Source: an optimization exercise on an open RTL-to-GDS flow (aim: small area and a short achievable clock period). Production flows keep margins and buffers that such runs may drop.
The RTL was checked by simulation tests, not by an equivalence proof against the original design.

## conv1d
module conv1d (
    input clk,
    input rst_n,
    input w_valid,
    input [47:0] w_in,
    input [15:0] x,
    input [15:0] b,
    output [31:0] y
);
  wire [16:0] xe = {x, 1'b0};
  wire [7:0] nneg, none, ntwo;
  genvar gi;
  generate for (gi = 0; gi < 8; gi = gi + 1) begin : enc
    BOOTH_ENC u_enc (.g(xe[2*gi+2:2*gi]), .neg(nneg[gi]), .one(none[gi]), .two(ntwo[gi]));
  end endgenerate
  reg [7:0] dneg, done, dtwo;
  always @(posedge clk) begin
    done <= none; dtwo <= ntwo;
  end
  reg [15:0] w0, w1, w2;
  wire [15:0] w2n = w_valid ? w_in[47:32] : w2;
  wire [17:0] bn = {1'b0, ~b[15], b[15:0]} + {3'b000, x[15], 14'd0};
  reg [17:0] br;
  always @(posedge clk or negedge rst_n) begin
    if (!rst_n) begin
      dneg <= 8'd0;
      w0 <= 16'd0; w1 <= 16'd0; w2 <= 16'd0;
      br <= 18'h10000;
    end else begin
      dneg <= nneg;
      if (w_valid) begin
        w0 <= w_in[15:0]; w1 <= w_in[31:16];
      end
      w2 <= w2n;
      br <= bn;
    end
  end
  reg ac0_0;
  reg ac1_0;
  reg ac0_1;
  reg ac1_1;
  reg ac0_2;
  reg ac1_2;
  reg ac0_3;
  reg ac1_3;
  reg ac0_4;
  reg ac1_4;
  reg ac0_5;
  reg ac1_5;
  reg ac0_6;
  reg ac1_6;
  reg ac0_7;
  reg ac1_7;
  reg ac0_8;
  reg ac1_8;
  reg ac0_9;
  reg ac1_9;
  reg ac0_10;
  reg ac1_10;
  reg ac0_11;
  reg ac1_11;
  reg ac0_12;
  reg ac1_12;
  reg ac0_13;
  reg ac1_13;
  reg ac0_14;
  reg ac1_14;
  reg ac0_15;
  reg ac1_15;
  reg ac0_16;
  reg ac1_16;
  reg ac0_17;
  reg ac1_17;
  reg ac0_18;
  reg ac1_18;
  reg ac0_19;
  reg ac1_19;
  reg ac0_20;
  reg ac1_20;
  reg ac0_21;
  reg ac1_21;
  reg ac0_22;
  reg ac1_22;
  reg ac0_23;
  reg ac1_23;
  reg ac0_24;
  reg ac1_24;
  reg ac0_25;
  reg ac1_25;
  reg ac0_26;
  reg ac1_26;
  reg ac0_27;
  reg ac1_27;
  reg ac0_28;
  reg ac1_28;
  reg ac0_29;
  reg ac1_29;
  reg ac0_30;
  reg a20_0;
  reg a21_0;
  reg a20_1;
  reg a21_1;
  reg a20_2;
  reg a21_2;
  reg a20_3;
  reg a21_3;
  reg a20_4;
  reg a21_4;
  reg a20_5;
  reg a21_5;
  reg a20_6;
  reg a21_6;
  reg a20_7;
  reg a21_7;
  reg a20_8;
  reg a21_8;
  reg a20_9;
  reg a21_9;
  reg a20_10;
  reg a21_10;
  reg a20_11;
  reg a21_11;
  reg a20_12;
  reg a21_12;
  reg a20_13;
  reg a21_13;
  reg a20_14;
  reg a21_14;
  reg a20_15;
  reg a21_15;
  reg a20_16;
  reg a21_16;
  reg a20_17;
  reg a21_17;
  reg a20_18;
  reg a21_18;
  reg a20_19;
  reg a21_19;
  reg a20_20;
  reg a21_20;
  reg a20_21;
  ...
Settings: LEC_CHECK=0, CAP_MARGIN=85, CORE_MARGIN=2, CORE_UTILIZATION=65, CTS_CLUSTER_DIAMETER=100, CTS_CLUSTER_SIZE=30, PLACE_DENSITY=0.75, SETUP_SLACK_MARGIN=5, SLEW_MARGIN=85, SYNTH_HIERARCHICAL=1, SYNTH_MINIMUM_KEEP_SIZE=0; clock period 10.0 ns.
standard.sh (not shown) runs the stock make flow with config.mk's settings and CLKGATE_MAP_FILE= SYNTH_SCRIPT=/design/flow/synth_recipe.tcl, a recipe that flattens the netlist after the stock synthesis.
==> flow/flow/run.sh <==
#!/bin/bash
# The standard layout (the standard.sh, unchanged), with plain buf_1
# cells as the port buffers instead of the delay buffers that ORFS's
# buffer_ports picks by default.  standard.sh's full output goes to
# standard.log; ORFS writes each step's log under orfs/logs/.
export BUFFER_PORTS_ARGS="-buffer_cell sky130_fd_sc_hd__buf_1"
bash standard.sh > standard.log 2>&1
Edit:
--- a/flow/config.mk
+++ b/flow/config.mk
@@ -7,10 +7,10 @@
 export LEC_CHECK = 0
-export CAP_MARGIN = 85
+export CAP_MARGIN = 75
 export CORE_MARGIN = 2
-export CORE_UTILIZATION = 65
+export CORE_UTILIZATION = 60
 export CTS_CLUSTER_DIAMETER = 100
 export CTS_CLUSTER_SIZE = 30
-export PLACE_DENSITY = 0.75
+export PLACE_DENSITY = 0.7
 export SETUP_SLACK_MARGIN = 5
-export SLEW_MARGIN = 85
+export SLEW_MARGIN = 75
 export SYNTH_HIERARCHICAL = 1
The changed run passed the timing, DRC and antenna checks.
Via count came out lower by 6.7%.
Sequential share of layout area came out higher by 3.8 points.
Wire length came out lower by 10%.
Critical path depth came out lower by 1.
Register-to-register slack gains 200 ps.
Edit:
--- a/flow/config.mk
+++ b/flow/config.mk
@@ -7,10 +7,10 @@
 export LEC_CHECK = 0
-export CAP_MARGIN = 75
+export CAP_MARGIN = 65
 export CORE_MARGIN = 2
-export CORE_UTILIZATION = 60
+export CORE_UTILIZATION = 65
 export CTS_CLUSTER_DIAMETER = 100
 export CTS_CLUSTER_SIZE = 30
-export PLACE_DENSITY = 0.7
+export PLACE_DENSITY = 0.75
 export SETUP_SLACK_MARGIN = 5
-export SLEW_MARGIN = 75
+export SLEW_MARGIN = 65
 export SYNTH_HIERARCHICAL = 1
What happened:
- final cell count is lower by a few percent
- area after synthesis is unchanged
Edit:
--- a/flow/config.mk
+++ b/flow/config.mk
@@ -7,3 +7,3 @@
 export LEC_CHECK = 0
-export CAP_MARGIN = 65
+export CAP_MARGIN = 75
 export CORE_MARGIN = 2
@@ -14,3 +14,3 @@
 export SETUP_SLACK_MARGIN = 5
-export SLEW_MARGIN = 65
+export SLEW_MARGIN = 75
 export SYNTH_HIERARCHICAL = 1
=> Wire length stays flat. Flip-flop and latch count is unchanged. Hold slack gets better by 3.9 ps.
Edit:
--- a/flow/config.mk
+++ b/flow/config.mk
@@ -9,6 +9,6 @@
 export CORE_MARGIN = 2
-export CORE_UTILIZATION = 65
+export CORE_UTILIZATION = 70
 export CTS_CLUSTER_DIAMETER = 100
 export CTS_CLUSTER_SIZE = 30
-export PLACE_DENSITY = 0.75
+export PLACE_DENSITY = 0.8
 export SETUP_SLACK_MARGIN = 5
What happened: Utilization rises by 5.7 points; wire length increases slightly; non-clock buffer count rose by 7; area after synthesis does not change; die area is lower by a little under a tenth; global-route usage grows by 3.0 points; first-iteration DRC count fell by a few percent.

========
conv1d again, from the RTL that the note above started with.
Design conv1d, start of the top module:
module conv1d (
    input clk,
    input rst_n,
    input w_valid,
    input [47:0] w_in,
    input [15:0] x,
    input [15:0] b,
    output [31:0] y
);
Settings: LEC_CHECK=0, CAP_MARGIN=80, CORE_MARGIN=2, CORE_UTILIZATION=65, CTS_CLUSTER_DIAMETER=100, CTS_CLUSTER_SIZE=30, PLACE_DENSITY=0.75, SETUP_SLACK_MARGIN=5, SLEW_MARGIN=80, SYNTH_HIERARCHICAL=1, SYNTH_MINIMUM_KEEP_SIZE=0; clock period 10.0 ns.
Scripts as last shown in full above: flow/flow/run.sh
==> next run, changes <==
Settings changed: CAP_MARGIN 80 to 75, CTS_CLUSTER_DIAMETER 100 to 80, SLEW_MARGIN 80 to 75.
Result: The changed run completed without violations; maximum frequency is higher by 5.6%; routed wire length fell by about 2.6%; final area went down by 1.1%.
==> next run, changes <==
Settings changed: CAP_MARGIN 75 to 60, CTS_CLUSTER_DIAMETER 80 to 100.
Result: The changed run completed with no timing, DRC or antenna violations; wire length went down slightly; die area does not change; via count rose slightly; final area fell slightly; clock-buffer cell count went up by 1; register-to-register slack degrades by 0.03 ns.

========
conv1d, a different RTL version from the one above (not shown whole).
Size: ~2,400 cells after synthesis, roughly 470 flip-flops, about 120 I/O pins, about 31,000 µm² of cells after synthesis.
==> flow/design.v (excerpt) <==
module conv1d (
    input clk,
    input rst_n,
    input w_valid,
    input [47:0] w_in,
    input [15:0] x,
    input [15:0] b,
    output [31:0] y
);
  wire [16:0] xe = {x, 1'b0};
  wire [7:0] nneg, none, ntwo;
  genvar gi;
  generate for (gi = 0; gi < 8; gi = gi + 1) begin : enc
    BOOTH_ENC u_enc (.g(xe[2*gi+2:2*gi]), .neg(nneg[gi]), .one(none[gi]), .two(ntwo[gi]));
  end endgenerate
  reg [7:0] dneg, done, dtwo;
  always @(posedge clk) begin
    done <= none; dtwo <= ntwo;
  end
  reg [15:0] w0, w1, w2;
  wire [15:0] w2n = w_valid ? w_in[47:32] : w2;
  wire [17:0] bn = {1'b0, ~b[15], b[15:0]} + {3'b000, x[15], 14'd0};
  reg [17:0] br;
  always @(posedge clk or negedge rst_n) begin
    if (!rst_n) begin
      dneg <= 8'd0;
      w0 <= 16'd0; w1 <= 16'd0; w2 <= 16'd0;
      br <= 18'h10000;
    end else begin
      dneg <= nneg;
      if (w_valid) begin
        w0 <= w_in[15:0]; w1 <= w_in[31:16];
      end
      w2 <= w2n;
      br <= bn;
    end
  end
  reg ac0_0;
  reg ac1_0;
  reg ac0_1;
  reg ac1_1;
  reg ac0_2;
  reg ac1_2;
  reg ac0_3;
  reg ac1_3;
  reg ac0_4;
  reg ac1_4;
  reg ac0_5;
  reg ac1_5;
  reg ac0_6;
  reg ac1_6;
  reg ac0_7;
  reg ac1_7;
  reg ac0_8;
  reg ac1_8;
  reg ac0_9;
  reg ac1_9;
  reg ac0_10;
  reg ac1_10;
  reg ac0_11;
  reg ac1_11;
  reg ac0_12;
  reg ac1_12;
  reg ac0_13;
  reg ac1_13;
  reg ac0_14;
  reg ac1_14;
  reg ac0_15;
  reg ac1_15;
  reg ac0_16;
  reg ac1_16;
  reg ac0_17;
  reg ac1_17;
  reg ac0_18;
  reg ac1_18;
  reg ac0_19;
  reg ac1_19;
  reg ac0_20;
  reg ac1_20;
  reg ac0_21;
  reg ac1_21;
  reg ac0_22;
  reg ac1_22;
  reg ac0_23;
  reg ac1_23;
  reg ac0_24;
  reg ac1_24;
  reg ac0_25;
  reg ac1_25;
  reg ac0_26;
  reg ac1_26;
  reg ac0_27;
  reg ac1_27;
  reg ac0_28;
  reg ac1_28;
  reg ac0_29;
  reg ac1_29;
  reg ac0_30;
  ...
export LEC_CHECK = 0
export CAP_MARGIN = 80
export CORE_MARGIN = 2
export CORE_UTILIZATION = 60
export PLACE_DENSITY = 0.7
export SETUP_SLACK_MARGIN = 5
export SLEW_MARGIN = 80
export SYNTH_HIERARCHICAL = 1
export SYNTH_MINIMUM_KEEP_SIZE = 0
create_clock -name core_clock -period 10.0 [get_ports {clk}]
Scripts as last shown in full above: flow/flow/run.sh
Then changed:
--- a/flow/config.mk
+++ b/flow/config.mk
@@ -8 +8 @@
-export CAP_MARGIN = 80
+export CAP_MARGIN = 75
@@ -10,2 +10,2 @@
-export CORE_UTILIZATION = 60
-export PLACE_DENSITY = 0.7
+export CORE_UTILIZATION = 65
+export PLACE_DENSITY = 0.75
@@ -13 +13 @@
-export SLEW_MARGIN = 80
+export SLEW_MARGIN = 75
First-iteration DRC count is higher slightly.
Design area went down by a few percent.
Wire length shrinks slightly.
Synthesized cell count is unchanged.
Register-to-register slack is better by 0.20 ns.
Then changed:
--- a/flow/config.mk
+++ b/flow/config.mk
@@ -8 +8 @@
-export CAP_MARGIN = 75
+export CAP_MARGIN = 70
@@ -13 +13 @@
-export SLEW_MARGIN = 75
+export SLEW_MARGIN = 70
Via count is about the same.
Non-clock buffer count goes down by 14.
Final area goes down by 0.51%.
Worst setup slack is worse by 0.0089 ns.
Register-to-register slack is about the same.
Sequential share of layout area hardly moves.
Die area stays the same.
Global-route usage goes down by 0.19 points.

========
Another version of the RTL of conv1d (not shown whole).
Size in the first run: ~2600 cells after synthesis, ~250 flip-flops, roughly 120 I/O pins.
clock: 10.0 ns
lec_check: 0
cap_margin: 20
core_margin: 2
core_utilization: 40
slew_margin: 20
synth_hierarchical: 1
synth_minimum_keep_size: 0
run.sh (not shown) runs the stock make flow with config.mk's settings and CLKGATE_MAP_FILE= SYNTH_SCRIPT=/design/flow/synth_recipe.tcl, a recipe that flattens the netlist after the stock synthesis.
Stock flow here: none of the scripts above is used.
Change:
SETUP_SLACK_MARGIN = 5   (was not set)
After rerunning: Sequential share of layout area came out lower by 1.4 points. Register-to-register slack is better by 930 ps. Worst setup slack gains 930 ps. Die area does not change. Synthesized area stays the same. Cell area climbs by about 11%. Critical path depth fell by 1. Routed wire length went up by about 18%. Clock-buffer cell count falls by 3. Flip-flop and latch count does not change.

========
== oak ==
Another version of the RTL of conv1d (not shown whole).
For scale: ~430 flip-flops, roughly 120 I/O pins, roughly 31000 um2 of cells after synthesis.
Settings: LEC_CHECK=0, CAP_MARGIN=20, CORE_MARGIN=2, CORE_UTILIZATION=40, SETUP_SLACK_MARGIN=5, SLEW_MARGIN=20, SYNTH_HIERARCHICAL=1, SYNTH_MINIMUM_KEEP_SIZE=0; clock period 10.0 ns.
oak completed end to end with timing, DRC and antenna clean.
Relative to oak, the following input files were edited for pine:
- PLACE_DENSITY now 0.75, previously not set
- CORE_UTILIZATION now 65, was 40
==> results.txt <==
Note that the height of the die recorded for pine amounts to 0.79 times the value seen in oak.
pine improves on oak in finished layout cell area.
Fraction of area in non-clock buffers was lower in oak than in pine.
Compared with oak, pine shows average vias per placed instance higher by 0.86.
Summary: worst slack on hold paths, pine worse than oak
Taking oak as the reference, in pine worst-case setup margin in the final layout rose by 0.081 ns, routed wire length fell by 5100 um, final cell count fell by 429, first-pass iteration count of the detailed router rose by 1, overall fraction of global-route tracks in use rose by 11 points.

========
Another version of the RTL of conv1d (not shown whole).
Size in the first run: about 2400 cells after synthesis, about 470 flip-flops, ~120 I/O pins, ~0.031 sq mm of cells after synthesis.
Settings: LEC_CHECK=0, CAP_MARGIN=75, CORE_MARGIN=2, CORE_UTILIZATION=65, CTS_CLUSTER_DIAMETER=60, CTS_CLUSTER_SIZE=30, PLACE_DENSITY=0.75, SETUP_SLACK_MARGIN=5, SLEW_MARGIN=75, SYNTH_HIERARCHICAL=1, SYNTH_MINIMUM_KEEP_SIZE=0; clock period 10.0 ns.
standard.sh (not shown) runs the stock make flow with config.mk's settings and CLKGATE_MAP_FILE= SYNTH_SCRIPT=/design/flow/synth_recipe.tcl, a recipe that flattens the netlist after the stock synthesis.
Scripts as last shown in full above: flow/flow/run.sh
Next try:
CTS_CLUSTER_DIAMETER = 100   (was 60)
Area after synthesis is unchanged.
Cell count shrinks by 1.1%.
Non-clock buffer count is unchanged.

========
== the previous run ==
Another version of the RTL of conv1d (not shown whole).
Size in the first run: ~250 flip-flops, ~120 I/O pins, about 27,000 µm² of cells after synthesis.
Design conv1d, start of the top module:
module conv1d (
    input clk,
    input rst_n,
    input w_valid,
    input [47:0] w_in,
    input [15:0] x,
    input [15:0] b,
    output [31:0] y
);
Settings: LEC_CHECK=0, CAP_MARGIN=20, CORE_MARGIN=2, CORE_UTILIZATION=40, SETUP_SLACK_MARGIN=5, SLEW_MARGIN=20, SYNTH_HIERARCHICAL=1, SYNTH_MINIMUM_KEEP_SIZE=0; clock period 10.0 ns.
==> flow/flow/run.sh <==
#!/bin/bash
# Standard layout, with plain buf_1 cells as the port buffers instead of
# the delay buffers that buffer_ports picks by default.
cp standard.sh standard_sh_copy.log
export BUFFER_PORTS_ARGS="-buffer_cell sky130_fd_sc_hd__buf_1"
bash standard.sh > standard.log 2>&1
The previous run completed; timing, DRC and antenna clean
For the current run, these inputs were changed with respect to the previous run:
==> flow/run.sh (new file) <==
#!/bin/bash
# synth_recipe.tcl (not shown) runs the flow's synth.tcl, then flattens the netlist and writes it again
# the make line also repeats each setting of config.mk as NAME=value (left out here)
make -C /OpenROAD-flow-scripts/flow DESIGN_CONFIG=/design/flow/config.mk WORK_HOME=/design/flow/orfs CLKGATE_MAP_FILE= SYNTH_SCRIPT=/design/flow/synth_recipe.tcl finish
removed: flow/flow/run.sh
removed: flow/standard.sh
Looking at capture point of the critical path, the yr[30]$_DFF_PN0_ result is from the current run; the bs[31]$_DFF_PN1_ one comes from the previous run. Compared with the previous run, the current run shows a higher fmax. Delay of the slowest cell on the worst path in the current run vs the previous run: up 0.03 ns. Diff the previous run..the current run | number of cells on the worst hold path | negligible. The current run did not stop at any stage, and its layout met the timing, DRC and antenna checks. Looking at number of stages on the worst setup path, the current run sits below the previous run. Looking at the previous run and the current run, the max-cap check violation count is a wash. In the reports for the previous run and the current run, the larger global-route usage belongs to the previous run. Compared the current run against the previous run; cell area within noise. Across both runs, arrival time at the worst endpoint was lower for the current run than for the previous run. Per the comparison of the current run with the previous run, via count saw a decrease; count of clock-buffer cells in the layout saw an increase.

## static timing again, ports no longer ideal
The flow's constraints put no driver on any port. The routed layouts listed below were extracted and timed again, unchanged, in two steps.
Step 1, drivers: a clkbuf_16 drives clk and a buf_2 each remaining input, both assumed.
Step 2 times the ports against the registers' clock, not the clock port: input delays grow and output delays shrink by t, the midpoint of the rising clock arrivals with the driver on.
Slacks: ideal ports / drivers / drivers and shift; pairs: ideal ports / drivers.
| run | t, ns | setup slack, ns | clock arrival spread, ns |
|---|---|---|---|
| the first run of note 1 | 0.615 | 5.631 / 5.664 / 5.049 | 0.034 / 0.034 |
| the second run of note 1 | 0.631 | 6.171 / 6.171 / 5.631 | 0.053 / 0.053 |
| the third run of note 1 | 0.597 | 6.040 / 6.040 / 5.501 | 0.019 / 0.019 |
| the fourth run of note 1 | 0.601 | 6.204 / 6.221 / 5.639 | 0.019 / 0.019 |
| the fifth run of note 1 | 0.607 | 6.190 / 6.227 / 5.621 | 0.028 / 0.027 |
| the first run of note 2 | 0.611 | 6.019 / 6.053 / 5.442 | 0.023 / 0.023 |
| the second run of note 2 | 0.647 | 6.229 / 6.229 / 5.630 | 0.036 / 0.035 |
| the third run of note 2 | 0.605 | 6.176 / 6.198 / 5.609 | 0.022 / 0.023 |
| the first run of note 3 | 0.644 | 5.748 / 5.748 / 5.554 | 0.019 / 0.018 |
| the second run of note 3 | 0.651 | 5.951 / 5.951 / 5.422 | 0.027 / 0.027 |
| the third run of note 3 | 0.655 | 5.942 / 5.942 / 5.485 | 0.032 / 0.032 |
| the first run of note 4 | 0.631 | 4.099 / 4.099 / 4.099 | 0.012 / 0.013 |
| the second run of note 4 | 0.647 | 5.032 / 5.032 / 5.032 | 0.019 / 0.019 |
| oak | 0.651 | 5.289 / 5.289 / 5.144 | 0.034 / 0.034 |
| pine | 0.657 | 5.370 / 5.370 / 5.178 | 0.026 / 0.026 |
| the first run of note 6 | 0.639 | 6.154 / 6.170 / 5.531 | 0.035 / 0.035 |
| the second run of note 6 | 0.625 | 6.141 / 6.166 / 5.541 | 0.025 / 0.025 |
| the previous run | 0.651 | 5.040 / 5.040 / 5.040 | 0.028 / 0.028 |
| the current run | 0.637 | 5.056 / 5.056 / 5.056 | 0.016 / 0.016 |
After both steps setup and hold are still met in every run listed. For the first run of note 6, which loses most, drivers alone change the setup slack by +0.016 ns; drivers and shift together by -0.623 ns.
